Context: an optimization exercise on an open-source flow, tuned for small area. The choices shown serve that exercise and are no tape-out recipe.
Function was checked by simulation only, so behaviour that the tests miss may differ from the original.

==> maple <==
==> flow/design.v <==
module edge_detector
(
  input clock, reset, din,
  output reg rising
);
  reg        waiting;
  reg        ready;
  reg [16:0] lfsr;
  wire at_start = lfsr == 17'd0;
  wire wrap     = ready && at_start;
  wire clear    = rising || wrap;
  wire at_130   = !lfsr[0] && lfsr[4] && lfsr[9] && !lfsr[15];
  always @(posedge clock or posedge reset)
  begin
    if (reset == 1'b1) begin
      rising  <= 1'b0;
      waiting <= 1'b0;
    end
    else begin
      rising <= !rising && !waiting && din;
      if (rising)
        waiting <= 1'b1;
      else if (!din && ready)
        waiting <= 1'b0;
    end
  end
  always @(posedge clock)
  begin
    lfsr  <= ~({17{clear}} | {lfsr[15:0], lfsr[16] ^ lfsr[13]});
    ready <= !clear && (ready || at_130);
  end
endmodule
module edge_detector_no_count
(
  input clock, reset, din,
  output rising
);
  reg din_reg;
  assign rising = !din_reg && din;
  always @(posedge clock or posedge reset)
  begin
    if (reset == 1'b1)
      din_reg <= 1'b0;
    else
      din_reg <= din;
  end
endmodule
module dspl_drv_NexysA7
(
  input clock, reset,
  input [3:0] sec_u, sec_d,
  input [6:0] count_min,
  input [1:0] potencia,
  output [7:0] an, dec_cat
);
  reg [6:0] prescaler;
  reg [2:0] dig_selection;
  reg [3:0] selected_dig;
  wire tick = prescaler == 7'h71;
  always @(posedge clock or posedge reset)
  begin
    if (reset == 1'b1) begin
      prescaler     <= 7'h30;
      dig_selection <= 3'd0;
    end
    else begin
      prescaler <= {prescaler[5:0], prescaler[6] ^ prescaler[5] ^ tick};
      if (tick)
        dig_selection <= dig_selection + 3'd1;
    end
  end
  wire [3:0] min_d = count_min / 7'd10;
  wire [3:0] min_u = count_min % 7'd10;
  reg  [3:0] digit;
  always @*
  begin
    case (dig_selection[1:0])
      2'd0: digit = sec_u;
      2'd1: digit = sec_d;
      2'd2: digit = min_u;
      default: digit = min_d;
    endcase
  end
  always @(posedge clock)
    if (tick)
      selected_dig <= digit;
  wire show_timer = dig_selection != 3'd0 && dig_selection[2:1] != 2'b11 && dig_selection != 3'd5;
  wire show_power = dig_selection == 3'd6;
  wire [3:0] d = show_timer ? selected_dig : 4'd0;
  assign an = {2'b11, !show_power, 1'b1,
               !(dig_selection == 3'd4), !(dig_selection == 3'd3),
               !(dig_selection == 3'd2), !(dig_selection == 3'd1)};
  reg [6:0] seg;
  always @*
  begin
    case (d)
      4'h0 : seg = 7'b0000001;
      4'h1 : seg = 7'b1001111;
      4'h2 : seg = 7'b0010010;
      4'h3 : seg = 7'b0000110;
      4'h4 : seg = 7'b1001100;
      4'h5 : seg = 7'b0100100;
      4'h6 : seg = 7'b0100000;
      4'h7 : seg = 7'b0001111;
      4'h8 : seg = 7'b0000000;
      4'h9 : seg = 7'b0000100;
      4'hA : seg = 7'b0001000;
      4'hB : seg = 7'b1100000;
      4'hC : seg = 7'b0110001;
      4'hD : seg = 7'b1000010;
      4'hE : seg = 7'b0110000;
      default : seg = 7'b0111000;
    endcase
  end
  wire [7:0] pot_cat = (potencia == 2'd1) ? 8'b11101111 :
                       (potencia == 2'd2) ? 8'b11111101 :
                       (potencia == 2'd3) ? 8'b01111111 :
                       8'b11111111;
  assign dec_cat = show_power ? pot_cat : {seg, 1'b1};
endmodule
module timer
(
    input start, stop, pause, clock, reset,
    input [6:0] min,
    input [2:0] sec_t,
    input [3:0] sec_u,
    input [1:0] potencia,
    output reg done,
    output [7:0] an, dec_cat
);
    reg [1:0] EA;
    reg [3:0] count_st, count_su;
    reg [6:0] count_min;
    reg [16:0] clock_count;
    reg start_int, stop_int;
    reg pause_int, pause_wait, pause_ready;
    reg [7:0] pause_cnt;
    wire ck1seg_rise = clock_count == 17'h19201;
    wire sec_zero = count_st == 4'd0 && count_su == 4'd0;
    wire pause_130 = !pause_cnt[0] && pause_cnt[2] && pause_cnt[3] && pause_cnt[4] && pause_cnt[5] && pause_cnt[6];
    always @(posedge clock or posedge reset)
    begin
        if (reset) begin
            start_int  <= 1'b0;
            stop_int   <= 1'b0;
            pause_int  <= 1'b0;
            pause_wait <= 1'b0;
        end
        else begin
            start_int <= start;
            stop_int  <= stop;
            pause_int <= !pause_int && !pause_wait && pause;
            if (pause_int)
                pause_wait <= 1'b1;
            else if (!pause && pause_ready)
                pause_wait <= 1'b0;
        end
    end
    always @(posedge clock)
    begin
        pause_cnt   <= ~({8{pause_int}} | {pause_cnt[6:0], pause_cnt[7] ^ pause_cnt[2]});
        pause_ready <= !pause_int && (pause_ready || pause_130);
    end
    always @(posedge clock or posedge reset)
    begin
        if (reset)
            clock_count <= 17'h1a626;
        else
            clock_count <= {clock_count[15:0], clock_count[16] ^ clock_count[13] ^ ck1seg_rise};
    end
    always @(posedge clock or posedge reset)
    begin
        if (reset) begin
            EA <= 2'd0;
            done <= 1'b0;
        end else begin
            case (EA)
                2'd0: begin
                    if (start_int)
                        EA <= 2'd1;
                end
                2'd1: begin
                    done <= 1'b0;
                    if (pause_int)
                        EA <= 2'd2;
                    else if (stop_int || (sec_zero && count_min == 7'd0)) begin
                        EA <= 2'd0;
                        done <= 1'b1;
                    end
                end
                2'd2: begin
                    if (pause_int || start_int)
                        EA <= 2'd1;
                    else if (stop_int) begin
                        EA <= 2'd0;
                        done <= 1'b1;
                    end
                end
                default: ;
            endcase
        end
    end
    always @(posedge clock or posedge reset)
    begin
        if (reset) begin
            count_st  <= 4'd0;
            count_su  <= 4'd0;
            count_min <= 7'd0;
        end else if (ck1seg_rise) begin
            if (EA == 2'd0) begin
                count_st  <= {1'b0, sec_t};
                count_su  <= sec_u;
                count_min <= (min >= 7'd100) ? 7'd99 : min;
            end
            if (EA == 2'd1) begin
                if (sec_zero && count_min != 7'd0) begin
                    count_st  <= 4'd5;
                    count_su  <= 4'd9;
                    count_min <= count_min - 7'd1;
                end else if (count_su == 4'd0) begin
                    count_su <= (count_st == 4'd0) ? 4'd7 : 4'd9;
                    count_st <= (count_st == 4'd0) ? 4'd12 : count_st - 4'd1;
                end else begin
                    count_su <= count_su - 4'd1;
                end
            end
        end
    end
    dspl_drv_NexysA7 display(.clock(clock), .reset(reset), .sec_u(count_su), .sec_d(count_st),
                             .count_min(count_min), .potencia(potencia), .an(an), .dec_cat(dec_cat));
endmodule
module ctrl_microondas
(
  input clock, reset,
  input start, stop, pause, porta, mais, menos, potencia, sec_mod,
  input [1:0] min_mod,
  input [2:0] presets,
  output [2:0] potencia_rgb,
  output [7:0] an, dec_cat
);
  reg [1:0] EA, potencia_int;
  reg [6:0] min_int;
  reg [2:0] sec_t;          
  reg [3:0] sec_u;          
  reg cook_led;
  reg inc10;                
  wire start_int, stop_int, pause_int, mais_int, menos_int, done_int, done_timer, pause_timer, preset_neg, preset_edge;
  assign potencia_rgb = cook_led ? {potencia_int == 2'd3, potencia_int == 2'd2, potencia_int == 2'd1} : 3'b000;
  assign preset_neg = presets == 3'd0;
  assign pause_timer = (EA == 2'd1 && (pause_int || porta)) || (EA == 2'd2 && pause_int && !porta);
  wire sec_zero = sec_t == 3'd0 && sec_u == 4'd0;
  wire min_zero = min_int == 7'd0;
  always @(posedge clock or posedge reset) begin
    if (reset)
      cook_led <= 1'b0;
    else
      cook_led <= EA == 2'd1 || (EA == 2'd3 && cook_led);
  end
  edge_detector stop_left     (.clock(clock), .reset(reset), .din(stop),  .rising(stop_int));
  edge_detector pause_center  (.clock(clock), .reset(reset), .din(pause), .rising(pause_int));
  edge_detector start_right   (.clock(clock), .reset(reset), .din(start), .rising(start_int));
  edge_detector mais_up       (.clock(clock), .reset(reset), .din(mais),  .rising(mais_int));
  edge_detector menos_down    (.clock(clock), .reset(reset), .din(menos), .rising(menos_int));
  edge_detector_no_count timer_done    (.clock(clock), .reset(reset), .din(done_timer), .rising(done_int));
  edge_detector_no_count preset_detect (.clock(clock), .reset(reset), .din(preset_neg), .rising(preset_edge));
  timer timer_int (.clock(clock), .reset(reset), .start(start_int && !porta), .stop(stop_int), .pause(pause_timer),
                   .min(min_int), .sec_t(sec_t), .sec_u(sec_u), .potencia(potencia_int),
                   .done(done_timer), .an(an), .dec_cat(dec_cat));
  always @(posedge clock or posedge reset) begin
    if (reset) begin
      EA <= 2'd0;
    end else begin
      case (EA)
        2'd0: begin
          if (start_int && !porta) EA <= 2'd1;
          if (preset_edge) EA <= 2'd3;
        end
        2'd1: begin
          if (pause_int || porta) EA <= 2'd2;
          if (stop_int) EA <= 2'd3;
          if (done_int) EA <= 2'd3;
          if (sec_zero && min_zero) EA <= 2'd0;
        end
        2'd2: begin
          if ((pause_int || start_int) && !porta) EA <= 2'd1;
          if (stop_int) EA <= 2'd3;
        end
        default: EA <= 2'd0;
      endcase
    end
  end
  always @(posedge clock or posedge reset) begin
    if (reset)
      inc10 <= 1'b0;
    else
      inc10 <= min_mod[1] || (!min_mod[0] && sec_mod);
  end
  wire sec_mode = min_mod == 2'd0;
  wire carry  = mais_int && sec_t == 3'd5 && (inc10 || sec_u == 4'd9);
  wire borrow = menos_int && !min_zero && (inc10 ? sec_t == 3'd0 : sec_zero);
  wire min_step = sec_mode ? (carry || borrow) : (mais_int || menos_int);
  wire min_down = sec_mode ? borrow : menos_int;
  wire min_big  = !sec_mode && inc10;
  wire [6:0] min_delta = min_down ? (min_big ? -7'd10 : -7'd1) : (min_big ? 7'd10 : 7'd1);
  wire [6:0] min_sum = min_int + min_delta;
  wire min_sat = !sec_mode && menos_int && (inc10 ? min_int <= 7'd10 : min_int <= 7'd1);
  always @(posedge clock or posedge reset) begin
    if (reset) begin
      min_int <= 7'd0;
      sec_t <= 3'd0;
      sec_u <= 4'd0;
      potencia_int <= 2'd2;
    end else begin
      if (EA == 2'd0) begin
        case (presets)
          3'd0: begin
            if (!potencia) begin
              if (min_sat)
                min_int <= 7'd0;
              else if (min_step)
                min_int <= min_sum;
              else if (min_int > 7'd99)
                min_int <= 7'd99;
              if (sec_mode) begin
                if (menos_int) begin
                  if (!inc10) begin
                    if (sec_zero) begin
                      if (!min_zero) begin
                        sec_t <= 3'd5;
                        sec_u <= 4'd9;
                      end
                    end else if (sec_u == 4'd0) begin
                      sec_u <= 4'd9;
                      sec_t <= sec_t - 3'd1;
                    end else
                      sec_u <= sec_u - 4'd1;
                  end else begin
                    if (sec_t == 3'd0) begin
                      if (!min_zero)
                        sec_t <= 3'd5;
                      else
                        sec_u <= 4'd0;
                    end else
                      sec_t <= sec_t - 3'd1;
                  end
                end else if (mais_int) begin
                  if (!inc10) begin
                    if (sec_u == 4'd9) begin
                      sec_u <= 4'd0;
                      sec_t <= (sec_t == 3'd5) ? 3'd0 : sec_t + 3'd1;
                    end else
                      sec_u <= sec_u + 4'd1;
                  end else
                    sec_t <= (sec_t == 3'd5) ? 3'd0 : sec_t + 3'd1;
                end
              end
            end else begin
              if (mais_int && potencia_int != 2'd3)
                potencia_int <= potencia_int + 2'd1;
              if (menos_int && potencia_int != 2'd1)
                potencia_int <= potencia_int - 2'd1;
            end
          end
          3'd1: begin
            min_int <= 7'd99;
            sec_t <= 3'd3;
            sec_u <= 4'd0;
            potencia_int <= 2'd1;
          end
          3'd2: begin
            min_int <= 7'd3;
            sec_t <= 3'd3;
            sec_u <= 4'd0;
            potencia_int <= 2'd2;
          end
          3'd4: begin
            min_int <= 7'd1;
            sec_t <= 3'd1;
            sec_u <= 4'd5;
            potencia_int <= 2'd3;
          end
          default: ;
        endcase
      end
      if ((EA == 2'd1 && done_int) || EA == 2'd3) begin
        sec_t <= 3'd0;
        sec_u <= 4'd0;
        min_int <= 7'd0;
      end
    end
  end
endmodule
==> flow/flow/run.sh <==
#!/bin/bash
set -euo pipefail
here=$(pwd)
sed "s|SYNTH_SCRIPT=[^ ]*|SYNTH_SCRIPT=$here/flow/my_synth.tcl|" standard.sh > my_standard.sh
grep -q "SYNTH_SCRIPT=$here/flow/my_synth.tcl" my_standard.sh
bash my_standard.sh synth > synth_run.log 2>&1
export BUFFER_PORTS_ARGS="-buffer_cell sky130_fd_sc_hd__buf_1"
export CTS_ARGS="-sink_clustering_enable -repair_clock_nets -buf_list sky130_fd_sc_hd__clkbuf_8 -dont_use_dummy_load"
bash standard.sh > standard_run.log 2>&1
==> flow/flow/area.abc <==
strash
ifraig
&get -n
&deepsyn -T 60
&put
dch -f
amap
==> flow/flow/my_synth.tcl <==
# synth_recipe.tcl (ORFS synthesis without Yosys's fsm and share passes, then
# flattened and renamed), except that the ABC step runs flow/area.abc, an
# area-oriented script, in place of ORFS's own. The registers are mapped
# before ABC runs, so they are the standard synthesis's.
proc synth {args} { yosys synth -nofsm -noshare {*}$args }
set my_abc_script [file normalize [file join [file dirname [info script]] area.abc]]
proc my_abc_args {args_in} {
  set out {}
  set skip ""
  foreach a $args_in {
    if {$skip eq "-script"} { lappend out -script $::my_abc_script; set skip ""; continue }
    if {$skip eq "-D"} { set skip ""; continue }
    if {$a eq "-script" || $a eq "-D"} { set skip $a; continue }
    lappend out $a
  }
  return $out
}
set fh [open $::env(SCRIPTS_DIR)/synth.tcl]
set src [read $fh]
close $fh
set src [string map [list {log_cmd abc {*}$abc_args} {log_cmd abc {*}[my_abc_args $abc_args]}] $src]
if {[string first {my_abc_args $abc_args} $src] < 0} { error "abc call not found in synth.tcl" }
uplevel #0 $src
# left out here: clear keep_hierarchy, flatten, clean up, hide names made inside functions, write 1_2_yosys.v
==> flow/standard.sh <==
#!/bin/bash
# synth_recipe.tcl (not shown) runs the flow's synth.tcl, then flattens the netlist and writes it again
# the make line also repeats each setting of config.mk as NAME=value (left out here)
make -C /OpenROAD-flow-scripts/flow DESIGN_CONFIG=/design/flow/config.mk WORK_HOME=/design/flow/orfs CLKGATE_MAP_FILE= SYNTH_SCRIPT=/design/flow/synth_recipe.tcl "${@:-finish}"
==> flow/config.mk <==
export PLATFORM = sky130hd
export DESIGN_NAME = ctrl_microondas
export DESIGN_NICKNAME = ctrl_microondas
export VERILOG_FILES = /design/flow/design.v
export SDC_FILE = /design/flow/constraint.sdc
export NUM_CORES = 4
export LEC_CHECK = 0
export ABC_AREA = 1
export CAP_MARGIN = 20
export CORE_MARGIN = 2
export CORE_UTILIZATION = 60
export SLEW_MARGIN = 20
==> flow/constraint.sdc <==
create_clock -name core_clock -period 10.0 [get_ports {clock}]
set_input_delay 2.0000 -clock core_clock [delete_from_list [all_inputs] [get_ports {clock}]]
set_output_delay 2.0000 -clock core_clock [all_outputs]
set_load 0.01 [all_outputs]
==> quartz (differences from maple) <==
--- a/flow/design.v
+++ b/flow/design.v
@@ -50,4 +50,3 @@
   input clock, reset,
-  input [3:0] sec_u, sec_d,
-  input [6:0] count_min,
+  input [6:0] count_sec, count_min,
   input [1:0] potencia,
@@ -71,20 +70,11 @@
   end
-  wire [3:0] min_d = count_min / 7'd10;
-  wire [3:0] min_u = count_min % 7'd10;
-  reg  [3:0] digit;
-  always @*
-  begin
-    case (dig_selection[1:0])
-      2'd0: digit = sec_u;
-      2'd1: digit = sec_d;
-      2'd2: digit = min_u;
-      default: digit = min_d;
-    endcase
-  end
-  always @(posedge clock)
-    if (tick)
-      selected_dig <= digit;
-  wire show_timer = dig_selection != 3'd0 && dig_selection[2:1] != 2'b11 && dig_selection != 3'd5;
+  wire [6:0] value = dig_selection[1] ? count_min : count_sec;
+  wire [3:0] digit = dig_selection[0] ? value / 7'd10 : value % 7'd10;
+  always @(posedge clock or posedge reset)
+    if (reset == 1'b1)
+      selected_dig <= 4'd0;
+    else if (tick)
+      selected_dig <= dig_selection[2] ? 4'd0 : digit;
   wire show_power = dig_selection == 3'd6;
-  wire [3:0] d = show_timer ? selected_dig : 4'd0;
+  wire [3:0] d = selected_dig;
   assign an = {2'b11, !show_power, 1'b1,
@@ -124,4 +114,3 @@
     input [6:0] min,
-    input [2:0] sec_t,
-    input [3:0] sec_u,
+    input [5:0] sec,
     input [1:0] potencia,
@@ -131,3 +120,3 @@
     reg [1:0] EA;
-    reg [3:0] count_st, count_su;
+    reg [6:0] count_sec;
     reg [6:0] count_min;
@@ -138,3 +127,4 @@
     wire ck1seg_rise = clock_count == 17'h19201;
-    wire sec_zero = count_st == 4'd0 && count_su == 4'd0;
+    wire sec_zero = count_sec == 7'd0;
+    wire [6:0] count_dec = (sec_zero && count_min != 7'd0 ? count_min : count_sec) - 7'd1;
     wire pause_130 = !pause_cnt[0] && pause_cnt[2] && pause_cnt[3] && pause_cnt[4] && pause_cnt[5] && pause_cnt[6];
@@ -205,4 +195,3 @@
         if (reset) begin
-            count_st  <= 4'd0;
-            count_su  <= 4'd0;
+            count_sec <= 7'd0;
             count_min <= 7'd0;
@@ -210,4 +199,3 @@
             if (EA == 2'd0) begin
-                count_st  <= {1'b0, sec_t};
-                count_su  <= sec_u;
+                count_sec <= {1'b0, sec};
                 count_min <= (min >= 7'd100) ? 7'd99 : min;
@@ -216,11 +204,6 @@
                 if (sec_zero && count_min != 7'd0) begin
-                    count_st  <= 4'd5;
-                    count_su  <= 4'd9;
-                    count_min <= count_min - 7'd1;
-                end else if (count_su == 4'd0) begin
-                    count_su <= (count_st == 4'd0) ? 4'd7 : 4'd9;
-                    count_st <= (count_st == 4'd0) ? 4'd12 : count_st - 4'd1;
-                end else begin
-                    count_su <= count_su - 4'd1;
-                end
+                    count_sec <= 7'd59;
+                    count_min <= count_dec;
+                end else
+                    count_sec <= count_dec;
             end
@@ -228,3 +211,3 @@
     end
-    dspl_drv_NexysA7 display(.clock(clock), .reset(reset), .sec_u(count_su), .sec_d(count_st),
+    dspl_drv_NexysA7 display(.clock(clock), .reset(reset), .count_sec(count_sec),
                              .count_min(count_min), .potencia(potencia), .an(an), .dec_cat(dec_cat));
@@ -242,4 +225,3 @@
   reg [6:0] min_int;
-  reg [2:0] sec_t;          
-  reg [3:0] sec_u;          
+  reg [5:0] sec_int;        
   reg cook_led;
@@ -250,3 +232,3 @@
   assign pause_timer = (EA == 2'd1 && (pause_int || porta)) || (EA == 2'd2 && pause_int && !porta);
-  wire sec_zero = sec_t == 3'd0 && sec_u == 4'd0;
+  wire sec_zero = sec_int == 6'd0;
   wire min_zero = min_int == 7'd0;
@@ -266,3 +248,3 @@
   timer timer_int (.clock(clock), .reset(reset), .start(start_int && !porta), .stop(stop_int), .pause(pause_timer),
-                   .min(min_int), .sec_t(sec_t), .sec_u(sec_u), .potencia(potencia_int),
+                   .min(min_int), .sec(sec_int), .potencia(potencia_int),
                    .done(done_timer), .an(an), .dec_cat(dec_cat));
@@ -291,11 +273,7 @@
   end
-  always @(posedge clock or posedge reset) begin
-    if (reset)
-      inc10 <= 1'b0;
-    else
-      inc10 <= min_mod[1] || (!min_mod[0] && sec_mod);
-  end
+  always @(posedge clock)
+    inc10 <= min_mod[1] || (!min_mod[0] && sec_mod);
   wire sec_mode = min_mod == 2'd0;
-  wire carry  = mais_int && sec_t == 3'd5 && (inc10 || sec_u == 4'd9);
-  wire borrow = menos_int && !min_zero && (inc10 ? sec_t == 3'd0 : sec_zero);
+  wire carry  = mais_int && (inc10 ? sec_int >= 6'd50 : sec_int == 6'd59);
+  wire borrow = menos_int && !min_zero && (inc10 ? sec_int <= 6'd9 : sec_zero);
   wire min_step = sec_mode ? (carry || borrow) : (mais_int || menos_int);
@@ -306,2 +284,22 @@
   wire min_sat = !sec_mode && menos_int && (inc10 ? min_int <= 7'd10 : min_int <= 7'd1);
+  reg [5:0] sec_delta;
+  reg       sec_clear;
+  always @* begin
+    sec_clear = 1'b0;
+    if (menos_int) begin
+      if (!inc10)
+        sec_delta = sec_zero ? (min_zero ? 6'd0 : 6'd59) : -6'd1;
+      else if (sec_int <= 6'd9) begin
+        sec_delta = 6'd50;
+        sec_clear = min_zero;
+      end else
+        sec_delta = -6'd10;
+    end else begin
+      if (!inc10)
+        sec_delta = (sec_int == 6'd59) ? 6'd5 : 6'd1;
+      else
+        sec_delta = (sec_int >= 6'd50) ? -6'd50 : 6'd10;
+    end
+  end
+  wire [5:0] sec_sum = sec_clear ? 6'd0 : sec_int + sec_delta;
   always @(posedge clock or posedge reset) begin
@@ -309,4 +307,3 @@
       min_int <= 7'd0;
-      sec_t <= 3'd0;
-      sec_u <= 4'd0;
+      sec_int <= 6'd0;
       potencia_int <= 2'd2;
@@ -323,35 +320,4 @@
                 min_int <= 7'd99;
-              if (sec_mode) begin
-                if (menos_int) begin
-                  if (!inc10) begin
-                    if (sec_zero) begin
-                      if (!min_zero) begin
-                        sec_t <= 3'd5;
-                        sec_u <= 4'd9;
-                      end
-                    end else if (sec_u == 4'd0) begin
-                      sec_u <= 4'd9;
-                      sec_t <= sec_t - 3'd1;
-                    end else
-                      sec_u <= sec_u - 4'd1;
-                  end else begin
-                    if (sec_t == 3'd0) begin
-                      if (!min_zero)
-                        sec_t <= 3'd5;
-                      else
-                        sec_u <= 4'd0;
-                    end else
-                      sec_t <= sec_t - 3'd1;
-                  end
-                end else if (mais_int) begin
-                  if (!inc10) begin
-                    if (sec_u == 4'd9) begin
-                      sec_u <= 4'd0;
-                      sec_t <= (sec_t == 3'd5) ? 3'd0 : sec_t + 3'd1;
-                    end else
-                      sec_u <= sec_u + 4'd1;
-                  end else
-                    sec_t <= (sec_t == 3'd5) ? 3'd0 : sec_t + 3'd1;
-                end
-              end
+              if (sec_mode && (mais_int || menos_int))
+                sec_int <= sec_sum;
             end else begin
@@ -365,4 +331,3 @@
             min_int <= 7'd99;
-            sec_t <= 3'd3;
-            sec_u <= 4'd0;
+            sec_int <= 6'd30;
             potencia_int <= 2'd1;
@@ -371,4 +336,3 @@
             min_int <= 7'd3;
-            sec_t <= 3'd3;
-            sec_u <= 4'd0;
+            sec_int <= 6'd30;
             potencia_int <= 2'd2;
@@ -377,4 +341,3 @@
             min_int <= 7'd1;
-            sec_t <= 3'd1;
-            sec_u <= 4'd5;
+            sec_int <= 6'd15;
             potencia_int <= 2'd3;
@@ -385,4 +348,3 @@
       if ((EA == 2'd1 && done_int) || EA == 2'd3) begin
-        sec_t <= 3'd0;
-        sec_u <= 4'd0;
+        sec_int <= 6'd0;
         min_int <= 7'd0;
CAP_MARGIN = 0   (was 20)
SLEW_MARGIN = 0   (was 20)
==> lagoon (differences from maple) <==
--- a/flow/design.v
+++ b/flow/design.v
@@ -244,6 +244,6 @@
   reg [3:0] sec_u;          
-  reg cook_led;
+  reg [2:0] potencia_rgb_int;
   reg inc10;                
   wire start_int, stop_int, pause_int, mais_int, menos_int, done_int, done_timer, pause_timer, preset_neg, preset_edge;
-  assign potencia_rgb = cook_led ? {potencia_int == 2'd3, potencia_int == 2'd2, potencia_int == 2'd1} : 3'b000;
+  assign potencia_rgb = potencia_rgb_int;
   assign preset_neg = presets == 3'd0;
@@ -254,5 +254,7 @@
     if (reset)
-      cook_led <= 1'b0;
-    else
-      cook_led <= EA == 2'd1 || (EA == 2'd3 && cook_led);
+      potencia_rgb_int <= 3'b000;
+    else if (EA == 2'd1)
+      potencia_rgb_int <= {potencia_int == 2'd3, potencia_int == 2'd2, potencia_int == 2'd1};
+    else if (EA != 2'd3)
+      potencia_rgb_int <= 3'b000;
   end
==> flow/run.sh (new file) <==
#!/bin/bash
# synth_recipe.tcl (not shown) runs the flow's synth.tcl, then flattens the netlist and writes it again
# the make line also repeats each setting of config.mk as NAME=value (left out here)
make -C /OpenROAD-flow-scripts/flow DESIGN_CONFIG=/design/flow/config.mk WORK_HOME=/design/flow/orfs CLKGATE_MAP_FILE= SYNTH_SCRIPT=/design/flow/synth_recipe.tcl finish
CAP_MARGIN = 0   (was 20)
CTS_BUF_LIST = sky130_fd_sc_hd__clkbuf_2 sky130_fd_sc_hd__clkbuf_4 sky130_fd_sc_hd__clkbuf_8   (was default)
CTS_CLUSTER_SIZE = 20   (was default)
SLEW_MARGIN = 0   (was 20)
removed: flow/flow/run.sh
removed: flow/flow/area.abc
removed: flow/flow/my_synth.tcl
removed: flow/standard.sh
==> summary.txt <==
worst endpoint data arrival time=2.33 ns; Final period util=0.433; number of ordinary and repair buffers in the finished layout=35; shortest clock period the worst path allows after layout=4.33 ns; category of cells accounting for the largest share of critical-path delay=simple AND/OR/NAND/NOR gates; layout buffering overhead excluding clock cells=0.0193; largest net degree at the start of global routing=83; initial core utilization=0.616; Critical Path Source=timer_int.display.dig_selection[0]; Final Net Count=892; count of flip-flops with a built-in enable after synthesis=0; Yosys reg bits=182; outcome=no timing/DRC/antenna violations; Simple-Gate Fraction of Synth Area=0.181
[end of results for quartz]
==> summary.txt <==
outcome=no timing/DRC/antenna violations; layout buffering overhead excluding clock cells=0.0332; shortest clock period the worst path allows after layout=5.17 ns; category of cells accounting for the largest share of critical-path delay=buffers and inverters; Critical Path Source=timer_int.display.dig_selection[0]; Final Net Count=1067; cell types with the highest counts after synthesis=nor2_1, nand2_1, inv_1; count of flip-flops with a built-in enable after synthesis=4; initial core utilization=0.607; Simple-Gate Fraction of Synth Area=0.225; worst endpoint data arrival time=3.17 ns; Yosys reg bits=186; Final period util=0.517
[end of results for lagoon]
==> summary.txt <==
Critical Path Source=timer_int.display.dig_selection[1]; Simple-Gate Fraction of Synth Area=0.175; Yosys reg bits=184; outcome=no timing/DRC/antenna violations; worst endpoint data arrival time=3.07 ns; Final period util=0.507; layout buffering overhead excluding clock cells=0.0182; largest net degree at the start of global routing=82; number of ordinary and repair buffers in the finished layout=34
[end of results for maple]

[afterwards: timing with drivers on the ports]
How much do the figures lean on ideal ports? The routed layouts below were timed once more, with nothing changed but the port constraints.
Step 1: set_driving_cell puts a clkbuf_16 on clock and a buf_2 on each other input, an assumption about the parent block.
Step 2, shift: input delay + t, output delay - t, t = (earliest + latest rising clock arrival at the registers) / 2. This alone moves slack from input paths to output paths.
Slacks: ideal ports / drivers / drivers and shift; pairs: ideal ports / drivers.
run	t (ns)	setup slack, ns	slew at the worst register clock pin (ns)	cell pins on the clock port's net
maple	0.499	4.930 / 4.891 / 4.945	0.10 / 0.10	1
quartz	0.468	5.671 / 5.635 / 5.277	0.10 / 0.10	1
lagoon	0.488	4.826 / 4.785 / 5.274	0.11 / 0.11	1
After both steps every run listed still meets setup and hold. The setup slack of quartz, which loses most, moves by -0.036 ns with the drivers and by -0.394 ns with both steps.
